Source: an optimization exercise on an open RTL-to-GDS flow (aim: small area, a short achievable clock period and few clock cycles per item). Production flows keep margins and buffers that such runs may drop. The RTL was checked by simulation tests, not by an equivalence proof against the original design. No driver is modelled on the clock port, so clocking that relies on it looks cheaper here than on a real chip. Power and IR drop assume default switching activity.

// fastInvSqrt
module fastInvSqrt #(
    parameter INT_WIDTH = 12,       
    parameter FRACT_WIDTH = 4        
    )
    (
    input wire clk,
    input wire rst_n,
    input wire [INT_WIDTH+FRACT_WIDTH-1:0] data_in,
    input wire valid_in,
    output reg ready_in,
    output wire [INT_WIDTH+FRACT_WIDTH-1:0] data_out,
    output reg valid_out,
    input wire ready_out
    );
Size: about 100 cells after synthesis, about 8 flip-flops, about 38 I/O pins, about 710 um2 of cells after synthesis.
==> flow/config.mk <==
export PLATFORM = sky130hd
export DESIGN_NAME = fastInvSqrt
export DESIGN_NICKNAME = fastInvSqrt
export VERILOG_FILES = /design/flow/design.v
export SDC_FILE = /design/flow/constraint.sdc
export NUM_CORES = 4
export LEC_CHECK = 0
export CAP_MARGIN = 20
export CORE_AREA = 2.5 2.5 61.5 61.5
export DIE_AREA = 0 0 64 64
export SLEW_MARGIN = 20
==> flow/constraint.sdc <==
create_clock -name core_clock -period 12.5 [get_ports {clk}]
set_input_delay 2.5000 -clock core_clock [delete_from_list [all_inputs] [get_ports {clk}]]
set_output_delay 2.5000 -clock core_clock [all_outputs]
set_load 0.01 [all_outputs]
standard.sh (not shown) runs the stock make flow with config.mk's settings and CLKGATE_MAP_FILE= SYNTH_SCRIPT=/design/flow/synth_recipe.tcl, a recipe that flattens the netlist after the stock synthesis.
==> flow/flow/run.sh <==
#!/bin/bash
# The standard layout, except:
#  - synthesis maps the logic with flow/abc_custom.script, a light mapping
#    that keeps the RTL's and-inverter graph, instead of ORFS's
#    abc_speed.script (the rest of the synthesis script is the standard flow's own);
#  - port buffers are buf_1 cells;
#  - the constant outputs share one tie cell;
set -euo pipefail
here=$PWD
# A scripts folder that is ORFS's, with abc_speed.script replaced.
mkdir -p scripts_custom
for f in "$FLOW_HOME"/scripts/*; do ln -sf "$f" scripts_custom/; done
rm -f scripts_custom/abc_speed.script
cp flow/abc_custom.script scripts_custom/abc_speed.script
cat > synth_custom.tcl <<EOT
set ::env(SCRIPTS_DIR) $here/scripts_custom
source $here/synth_recipe.tcl
EOT
bash standard.sh SYNTH_SCRIPT=$here/synth_custom.tcl synth > synth.log 2>&1
bash standard.sh "BUFFER_PORTS_ARGS=-buffer_cell sky130_fd_sc_hd__buf_1" SKIP_REPAIR_TIE_FANOUT=1 POST_CTS_TCL=$here/flow/post_cts.tcl finish > standard.log 2>&1
==> flow/flow/abc_custom.script <==
strash
dch
map -B 0.15
topo
stime -c
Other scripts of this flow, unchanged in this note and not shown: flow/flow/post_cts.tcl, flow/flow/sizeopt.tcl
Testbench counts at the start, summed over its fixed seeds: cycles 1,028, items 1,024.
Rerun with:
==> flow/flow/abc_custom.script (replaced) <==
strash
map -B 0.3
topo
stime -c
Result: Global-route usage went down by 0.38 points. Cell count went up slightly. Worst setup slack gets better by 0.014 ns. Power stays flat. Worst hold slack gets worse by 0.0050 ns. Via count went down slightly. Critical path depth went up by 1. Fmax went up slightly. Register-to-register slack gets better by 0.02 ns. Final area went up slightly. Core utilization went up by 0.41 points.

========
== old ==
fastInvSqrt again, from the RTL that the note above started with.
==> flow/config.mk <==
export PLATFORM = sky130hd
export DESIGN_NAME = fastInvSqrt
export DESIGN_NICKNAME = fastInvSqrt
export VERILOG_FILES = /design/flow/design.v
export SDC_FILE = /design/flow/constraint.sdc
export NUM_CORES = 4
export LEC_CHECK = 0
export CAP_MARGIN = 20
export CORE_AREA = 2.5 2.5 61.5 61.5
export DIE_AREA = 0 0 64 64
export SLEW_MARGIN = 20
==> flow/constraint.sdc <==
create_clock -name core_clock -period 12.5 [get_ports {clk}]
set_input_delay 2.5000 -clock core_clock [delete_from_list [all_inputs] [get_ports {clk}]]
set_output_delay 2.5000 -clock core_clock [all_outputs]
set_load 0.01 [all_outputs]
==> flow/flow/abc_custom.script <==
strash
dch -f
map
topo
stime -c
Scripts as last shown in full above: flow/flow/run.sh
Other scripts of this flow, unchanged in this note and not shown: flow/flow/post_cts.tcl, flow/flow/sizeopt.tcl
Testbench counts of old, summed over its fixed seeds: cycles 1,028, items 1,024.
Modified inputs, new compared to old
==> flow/flow/abc_custom.script <==
strash
dch
map -B 0.5
topo
stime -c
Of old and new, the run reporting the higher area growth from synthesis to final layout was new. Where synthesized area is concerned, old is better than new. new against old: setup slack saw an increase; total routing usage reported by global routing has decreased; filler cell count in the final layout now sits lower.

==> static timing again, ports no longer ideal <==
How much do the figures lean on ideal ports? The routed layouts below were timed once more, with nothing changed but the port constraints. Step 1 (the two cells are an assumption about what drives the block):
set clk [get_ports {clk}]
set_driving_cell -lib_cell sky130_fd_sc_hd__clkbuf_16 $clk
set_driving_cell -lib_cell sky130_fd_sc_hd__buf_2 [delete_from_list [all_inputs] $clk]
Step 2 times the ports against the registers' clock, not the clock port: input delays grow and output delays shrink by t, the midpoint of the rising clock arrivals with the driver on. a / b / c = ideal ports / drivers / drivers and shift; a / b = the first two.
| run | t (ns) | setup WS [ns] | hold slack, ns |
|---|---|---|---|
| the first run of note 1 | 0.264 | 8.896 / 8.893 / 8.629 | 0.600 / 0.600 / 0.600 |
| the second run of note 1 | 0.265 | 8.911 / 8.908 / 8.643 | 0.595 / 0.595 / 0.595 |
| old | 0.265 | 8.913 / 8.900 / 8.635 | 0.598 / 0.598 / 0.598 |
| new | 0.263 | 9.000 / 8.989 / 8.726 | 0.600 / 0.600 / 0.600 |
After both steps every run listed still meets setup and hold. The setup slack of old, which loses most, moves by -0.013 ns with the drivers and by -0.278 ns with both steps.
